From an optimization exercise on the open Yosys and OpenROAD flow, aimed at small area, a short achievable clock period and few clock cycles per item; shortcuts taken in it are not production practice.
Only simulation tests tie the RTL to the original design; equivalence was not proved.
Power and IR drop assume default switching activity.

==> flow/design.v <==
module multicycle_arithmetic(
    input clk, rst, start,
    input [1:0] op,
    input [7:0] a, b,
    output reg done,
    output [15:0] result
);
    reg        busy;
    reg [1:0]  opr;
    reg [1:0]  cnt;
    reg [7:0]  Bx;      
    reg [16:0] W;
    assign result = W[15:0];
    function [8:0] rca8(input [7:0] x, input [7:0] y, input ci);
        integer i;
        reg c;
        begin
            c = ci;
            for (i = 0; i < 8; i = i + 1) begin
                rca8[i] = x[i] ^ y[i] ^ c;
                c = (x[i] & y[i]) | (x[i] & c) | (y[i] & c);
            end
            rca8[8] = c;
        end
    endfunction
    wire big = b[7] | b[6];
    wire is_mul = (opr == 2'd2);
    wire is_div = (opr == 2'd3);
    wire inv    = opr[0];           
    wire last   = (cnt == 2'd0);
    wire bz     = &Bx;              
    wire [7:0] y1 = Bx & {8{~is_mul | W[0]}};
    wire [8:0] s1 = rca8(W[15:8], y1, inv);
    wire       g1 = W[16] | s1[8];
    wire [7:0] r1 = g1 ? s1[7:0] : W[15:8];
    wire [7:0] x2 = is_mul ? s1[8:1] : {r1[6:0], W[7]};
    wire [7:0] y2 = Bx & {8{~is_mul | W[1]}};
    wire [8:0] s2 = rca8(x2, y2, ~is_mul);
    wire       g2 = r1[7] | s2[8];
    wire [7:0] r2 = g2 ? s2[7:0] : x2;
    wire [16:0] as_res  = {1'b0, {7{inv & ~s1[8]}}, inv ^ s1[8], s1[7:0]};
    wire [16:0] mul_res = {1'b0, s2, s1[0], W[7:2]};
    wire [16:0] div_res = {last ? {9{bz}} : {r2, W[6]}, W[5:0], g1, g2};
    always @(posedge clk or posedge rst) begin
        if (rst) begin
            busy <= 1'b0;
            done <= 1'b0;
        end else begin
            done <= busy & last;
            if (busy) begin
                if (last) busy <= 1'b0;
            end else if (start) begin
                busy <= 1'b1;
            end
        end
    end
    always @(posedge clk) begin
        Bx  <= b ^ {8{op[0]}};
        opr <= op;
        if (busy) begin
            cnt <= cnt - 2'd1;
            W   <= is_div ? div_res : is_mul ? mul_res : as_res;
        end else begin
            case (op)
                2'd3:    begin W <= big ? {2'b0, a, 7'b0} : {8'b0, a, 1'b0};
                               cnt <= big ? 2'd0 : 2'd3; end
                2'd2:    begin W <= {9'b0, a};           cnt <= 2'd3;     end
                default: begin W <= {1'b0, a, 8'b0};     cnt <= 2'd0;     end
            endcase
        end
    end
endmodule
==> flow/config.mk <==
export PLATFORM = sky130hd
export DESIGN_NAME = multicycle_arithmetic
export DESIGN_NICKNAME = multicycle_arithmetic
export VERILOG_FILES = /design/flow/design.v
export SDC_FILE = /design/flow/constraint.sdc
export NUM_CORES = 4
export LEC_CHECK = 0
export CAP_MARGIN = 20
export CORE_MARGIN = 2
export CORE_UTILIZATION = 40
export SLEW_MARGIN = 20
==> flow/constraint.sdc <==
create_clock -name core_clock -period 35.0 [get_ports {clk}]
set_input_delay 7.0000 -clock core_clock [delete_from_list [all_inputs] [get_ports {clk}]]
set_output_delay 7.0000 -clock core_clock [all_outputs]
set_load 0.01 [all_outputs]
standard.sh (not shown) runs the stock make flow with config.mk's settings and CLKGATE_MAP_FILE= SYNTH_SCRIPT=/design/flow/synth_recipe.tcl, a recipe that flattens the netlist after the stock synthesis.
==> flow/flow/run.sh <==
#!/bin/bash
# Standard ORFS layout, with the port buffers made from the smallest
# plain buffer, and timing repair asked to leave 27 ns of setup slack.
set -euo pipefail
export BUFFER_PORTS_ARGS="-buffer_cell sky130_fd_sc_hd__buf_1"
export SETUP_SLACK_MARGIN=27
bash standard.sh > standard.log 2>&1
Testbench counts at the start, summed over its fixed seeds: cycles 9,343, items 3,200.
Then changed:
- CORE_UTILIZATION: 40 -> 65
After rerunning: The new run finished clean; worst setup slack loses 3.2 ps; clock-buffer cell count rose by 1; cell area went down by 4.3%; hold slack degrades by 11 ps; routed wire length is lower by 11%; sequential share of layout area goes up by 1.0 points; clock power fell by 29%; synthesized area stays the same; total power falls by 6.5%.

Starts from the design.v that is shown in full above.
export LEC_CHECK = 0
export CAP_MARGIN = 20
export CORE_MARGIN = 2
export CORE_UTILIZATION = 65
export SLEW_MARGIN = 20
create_clock -name core_clock -period 35.0 [get_ports {clk}]
==> flow/flow/run.sh <==
#!/bin/bash
# The standard ORFS layout (standard.sh) with three changes:
#  - synthesis maps the logic with an area-oriented ABC script
#    (flow/abc_area.script, via flow/synth.tcl);
#  - port buffers are the smallest plain buffer (buf_1) instead of a
#    delay cell;
#  - timing repair keeps 26.6 ns of setup slack, i.e. aims at an 8 ns
#    period instead of stopping at the 35 ns clock.
# make's output goes to standard.log; ORFS keeps each step's log in orfs/logs.
set -euo pipefail
export FLOW_WORK=$PWD
export MY_ABC_SCRIPT=$PWD/flow/abc_area.script
export BUFFER_PORTS_ARGS="-buffer_cell sky130_fd_sc_hd__buf_1"
export SETUP_SLACK_MARGIN=26.6
sed "s#SYNTH_SCRIPT=[^ ]*#SYNTH_SCRIPT=$PWD/flow/synth.tcl#" standard.sh > flow_standard.sh
grep -q "SYNTH_SCRIPT=$PWD/flow/synth.tcl" flow_standard.sh
bash flow_standard.sh > standard.log 2>&1
==> flow/flow/abc_area.script <==
&get -n
&st

&dch -f
&nf -R 1000 -F 8 -A 4
&put
mfs2
&get -n
&st
&dch -f
&nf -R 1000 -F 8 -A 4
&put
topo
stime -c
buffer -c
upsize -c
dnsize -c
==> flow/flow/synth.tcl <==
# The standard synthesis (synth_recipe.tcl, which sources ORFS's
# synth.tcl), except that the final ABC technology mapping of the
# combinational logic uses flow/abc_area.script. Registers are mapped
# before ABC runs, so they are the standard synthesis's.
proc abc {args} {
  set i [lsearch -exact $args -script]
  if {$i >= 0} { lset args [expr {$i + 1}] $::env(MY_ABC_SCRIPT) }
  yosys abc {*}$args
}
source $::env(FLOW_WORK)/synth_recipe.tcl
Testbench counts at the start, summed over its fixed seeds: cycles 9,343, items 3,200.
Edit:
--- a/flow/flow/run.sh
+++ b/flow/flow/run.sh
@@ -7 +7 @@
-#  - timing repair keeps 26.6 ns of setup slack, i.e. aims at an 8 ns
+#  - timing repair keeps 27 ns of setup slack, i.e. aims at an 8 ns
@@ -14 +14 @@
-export SETUP_SLACK_MARGIN=26.6
+export SETUP_SLACK_MARGIN=27
--- a/flow/flow/abc_area.script
+++ b/flow/flow/abc_area.script
@@ -3,2 +3 @@
-
-&dch -f
+&deepsyn -T 30
Outcome:
- The new run produced a clean layout
- worst setup slack improves by 0.26 ns
- synthesized cell count went down by 6.0%
- non-clock buffer count went up by 4
- worst hold slack improves by 0.018 ns
- routed wire length went up by 4.9%
Edit:
--- a/flow/flow/run.sh
+++ b/flow/flow/run.sh
@@ -7 +7 @@
-#  - timing repair keeps 27 ns of setup slack, i.e. aims at an 8 ns
+#  - timing repair keeps 27.2 ns of setup slack, i.e. aims at an 8 ns
@@ -14 +14 @@
-export SETUP_SLACK_MARGIN=27
+export SETUP_SLACK_MARGIN=27.2
--- a/flow/flow/abc_area.script
+++ b/flow/flow/abc_area.script
@@ -3 +3,2 @@
-&deepsyn -T 30
+
+&dch -f
Effect:
- utilization rises by 9.9 points
- setup slack improves by 0.12 ns
- clock skew is lower by 0.012 ns
- global-route usage barely changes
Edit:
==> flow/flow/run.sh (replaced) <==
#!/bin/bash
# Standard ORFS layout, with the port buffers made from the smallest
# plain buffer, and timing repair asked to leave 27 ns of setup slack.
set -euo pipefail
export BUFFER_PORTS_ARGS="-buffer_cell sky130_fd_sc_hd__buf_1"
export SETUP_SLACK_MARGIN=27
bash standard.sh > standard.log 2>&1
- CTS_BUF_LIST: not set -> sky130_fd_sc_hd__clkbuf_4
- CTS_CLUSTER_DIAMETER: not set -> 100
- CTS_CLUSTER_SIZE: not set -> 40
removed: flow/flow/abc_area.script
removed: flow/flow/synth.tcl
Outcome: The new run finished clean; via count decreases by a little under a tenth; die area increases by a few percent; final area decreases by a few percent; synthesized cell count increases by a few percent; global-route usage decreases by 5.3 points; count of clock-buffer cells in the layout stays the same; worst setup slack gets worse by 0.14 ns.

run A:
// multicycle_arithmetic: RTL as listed in full above, without the edits since
Settings: LEC_CHECK=0, CAP_MARGIN=20, CORE_MARGIN=2, CORE_UTILIZATION=40, SLEW_MARGIN=20; clock period 35.0 ns.
==> flow/flow/run.sh <==
#!/bin/bash
# Standard ORFS layout, with the port buffers made from the smallest
# plain buffer, and timing repair asked to leave 27.5 ns of setup slack.
set -euo pipefail
export BUFFER_PORTS_ARGS="-buffer_cell sky130_fd_sc_hd__buf_1"
export SETUP_SLACK_MARGIN=27.5
bash standard.sh > standard.log 2>&1
Run A completed end to end with timing, DRC and antenna clean.
Testbench counts of run A, summed over its fixed seeds: cycles 9,343, items 3,200.
The inputs of run B differ from those of run A as listed below.
Settings: CORE_UTILIZATION: 40 -> 65.
==> flow/flow/run.sh <==
#!/bin/bash
# The standard ORFS layout (standard.sh) with three changes:
#  - synthesis maps the logic with an area-oriented ABC script
#    (flow/abc_area.script, via flow/synth.tcl);
#  - port buffers are the smallest plain buffer (buf_1) instead of a
#    delay cell;
#  - timing repair keeps 27 ns of setup slack, i.e. aims at an 8 ns
#    period instead of stopping at the 35 ns clock.
# make's output goes to standard.log; ORFS keeps each step's log in orfs/logs.
set -euo pipefail
export FLOW_WORK=$PWD
export MY_ABC_SCRIPT=$PWD/flow/abc_area.script
export BUFFER_PORTS_ARGS="-buffer_cell sky130_fd_sc_hd__buf_1"
export SETUP_SLACK_MARGIN=27
sed "s#SYNTH_SCRIPT=[^ ]*#SYNTH_SCRIPT=$PWD/flow/synth.tcl#" standard.sh > flow_standard.sh
grep -q "SYNTH_SCRIPT=$PWD/flow/synth.tcl" flow_standard.sh
bash flow_standard.sh > standard.log 2>&1
==> flow/flow/abc_area.script (new file) <==
&get -n
&st
&dch -f
&nf -R 1000
&put
mfs2
&get -n
&st
&dch -f
&nf -R 1000
&put
topo
stime -c
buffer -c
upsize -c
dnsize -c
==> flow/flow/synth.tcl (new file) <==
# The standard synthesis (synth_recipe.tcl, which sources ORFS's
# synth.tcl), except that the final ABC technology mapping of the
# combinational logic uses flow/abc_area.script. Registers are mapped
# before ABC runs, so they are the standard synthesis's.
proc abc {args} {
  set i [lsearch -exact $args -script]
  if {$i >= 0} { lset args [expr {$i + 1}] $::env(MY_ABC_SCRIPT) }
  yosys abc {*}$args
}
source $::env(FLOW_WORK)/synth_recipe.tcl
Findings:
- Total number of H-tree levels: run B vs run A identical
- Of run A and run B, run B shows the lower setup slack, with run A above it.
- Run B can be clocked slower than run A.
- Run B: arrival time reported for the critical path endpoint 0.18 ns above run A
- Delta(wire length after detailed routing, run B - run A) < 0
- Of run A and run B, run A shows the lower mean number of vias per cell, with run B above it.
[inputs] run C vs run B
Settings: putting CTS_CLUSTER_DIAMETER at 100 where nothing was set; putting CTS_BUF_LIST at sky130_fd_sc_hd__clkbuf_4 where nothing was set; putting CTS_CLUSTER_SIZE at 40 where nothing was set.
==> flow/flow/abc_area.script <==
&get -n
&st

&dch -f
&nf -R 1000 -F 8 -A 4
&put
mfs2
&get -n
&st
&dch -f
&nf -R 1000 -F 8 -A 4
&put
topo
stime -c
buffer -c
upsize -c
dnsize -c
==> comparison <==
Worst setup slack: run B vs run C — no meaningful difference
For final cycle utilization of the critical path, run C and run B come out practically identical.
Leakage power: run B vs run C — no meaningful difference
Run B fits on a die that is larger than the die of run C.
Diff run B -> run C | net count reported at finish | up slightly
For the power share of the combinational group, run C came in 0.2 points lower than run B did.
Run C: maximum fanout along the worst path 2 below run B
Wire: run C routes less than run B
For run D, these inputs were changed with respect to run C:
Settings: CORE_UTILIZATION now 40, was 65.
==> flow/flow/run.sh <==
#!/bin/bash
# Standard ORFS layout, with the port buffers made from the smallest
# plain buffer, and timing repair asked to leave 27 ns of setup slack.
set -euo pipefail
export BUFFER_PORTS_ARGS="-buffer_cell sky130_fd_sc_hd__buf_1"
export SETUP_SLACK_MARGIN=27
bash standard.sh > standard.log 2>&1
removed: flow/flow/abc_area.script
removed: flow/flow/synth.tcl
Results
Run D vs. run C: global placer's final weighted congestion went down by 0.074, total wire length after detailed routing went up by 700 µm. In the metrics for run C and run D, the one carrying the lower all-layer global routing usage is run D. Higher internal power contribution was reported by run D, not run C. NOTE via count run C->run D increased by a few percent. Worst hold slack across all endpoints delta for run D relative to run C: 0.022 ns higher. Total met2 wirelength after detailed routing, run C and run D: larger value in run D. Synthesized cell area in run D is about 7% higher than in run C. Looking at wire length of the first global-routing pass across run C and run D, the one that comes out lower is run C. Relative max-transition margin improves in run D relative to run C.
What run E does differently from run D at the input level:
Settings: CTS_CLUSTER_DIAMETER removed (was 100); CORE_UTILIZATION changed from 40 to 70; CTS_BUF_LIST removed (was sky130_fd_sc_hd__clkbuf_4); CTS_CLUSTER_SIZE removed (was 40).
==> flow/flow/run.sh <==
#!/bin/bash
# The standard ORFS layout (standard.sh) with three changes:
#  - synthesis maps the logic with an area-oriented ABC script
#    (flow/abc_area.script, via flow/synth.tcl);
#  - port buffers are the smallest plain buffer (buf_1) instead of a
#    delay cell;
#  - timing repair keeps 27 ns of setup slack, i.e. aims at an 8 ns
#    period instead of stopping at the 35 ns clock.
# make's output goes to standard.log; ORFS keeps each step's log in orfs/logs.
set -euo pipefail
export FLOW_WORK=$PWD
export MY_ABC_SCRIPT=$PWD/flow/abc_area.script
export BUFFER_PORTS_ARGS="-buffer_cell sky130_fd_sc_hd__buf_1"
export SETUP_SLACK_MARGIN=27
sed "s#SYNTH_SCRIPT=[^ ]*#SYNTH_SCRIPT=$PWD/flow/synth.tcl#" standard.sh > flow_standard.sh
grep -q "SYNTH_SCRIPT=$PWD/flow/synth.tcl" flow_standard.sh
bash flow_standard.sh > standard.log 2>&1
==> flow/flow/abc_area.script (new file) <==
&get -n
&st

&dch -f
&nf -R 1000 -F 8 -A 4
&put
mfs2
&get -n
&st
&dch -f
&nf -R 1000 -F 8 -A 4
&put
topo
stime -c
buffer -c
upsize -c
dnsize -c
==> flow/flow/synth.tcl (new file) <==
# The standard synthesis (synth_recipe.tcl, which sources ORFS's
# synth.tcl), except that the final ABC technology mapping of the
# combinational logic uses flow/abc_area.script. Registers are mapped
# before ABC runs, so they are the standard synthesis's.
proc abc {args} {
  set i [lsearch -exact $args -script]
  if {$i >= 0} { lset args [expr {$i + 1}] $::env(MY_ABC_SCRIPT) }
  yosys abc {*}$args
}
source $::env(FLOW_WORK)/synth_recipe.tcl
Results
A beginning of the critical path of W[7] is what run D shows, while W[1] belongs to run E. Looking at commonest non-fill, non-tap cell in the layout, the buf_1 result is from run D; the nand2_1 one comes from run E. Taking run D as the reference, in run E number of clock buffers in the layout now larger, count of cell types in the netlist now smaller, portion of total power attributed to the clock network now larger, maximum clock rate now larger. Via count of the first global-routing pass went down by a few percent going from run D to run E. Summary of run E over run D: first-pass iteration count of the detailed router up 1; worst setup slack shows an increase of 0.025 ns; final worst clock skew rose 0.0038 ns; fraction of final layout cells sized beyond drive strength 1 lost 5.3 points.

## static timing again, ports no longer ideal
The flow's constraints put no driver on any port. The routed layouts listed below were extracted and timed again, unchanged, in two steps. Step 1 sets driving cells, clkbuf_16 on the clock port and buf_2 on the other inputs (assumed; they add their load-dependent delay and slew). Step 2 also shifts input and output timing later by t, the mid clock arrival at the registers, as if the neighbouring blocks saw the same clock. Three values: ideal ports, drivers, drivers and shift; two values: the first two.
run | t, ns | setup slack, ns | hold WS [ns] | worst slew at a driven data input, ns | pins driven straight from the clock port
the first run of note 1 | 0.318 | 27.029 / 26.999 / 26.721 | 0.449 / 0.449 / 0.449 | 0.03 | 1
the second run of note 1 | 0.354 | 27.026 / 27.004 / 26.791 | 0.438 / 0.438 / 0.438 | 0.03 | 1
the first run of note 2 | 0.354 | 26.784 / 26.783 / 26.429 | 0.431 / 0.431 / 0.431 | 0.03 | 1
the second run of note 2 | 0.369 | 27.044 / 27.021 / 26.764 | 0.449 / 0.449 / 0.449 | 0.03 | 1
the third run of note 2 | 0.349 | 27.165 / 27.141 / 26.867 | 0.458 / 0.458 / 0.458 | 0.03 | 1
the fourth run of note 2 | 0.356 | 27.029 / 27.007 / 26.790 | 0.438 / 0.438 / 0.438 | 0.03 | 1
run A | 0.317 | 27.229 / 27.199 / 26.996 | 0.445 / 0.445 / 0.445 | 0.06 | 1
run B | 0.359 | 27.049 / 27.029 / 26.760 | 0.446 / 0.446 / 0.446 | 0.04 | 1
run C | 0.357 | 27.051 / 27.026 / 26.734 | 0.433 / 0.433 / 0.433 | 0.03 | 1
run D | 0.370 | 27.035 / 27.009 / 26.743 | 0.456 / 0.456 / 0.456 | 0.03 | 1
run E | 0.358 | 27.061 / 27.038 / 26.722 | 0.452 / 0.452 / 0.452 | 0.03 | 1
After both steps setup and hold are still met in every run listed. For the first run of note 2, which loses most, drivers alone change the setup slack by -0.001 ns; drivers and shift together by -0.355 ns.
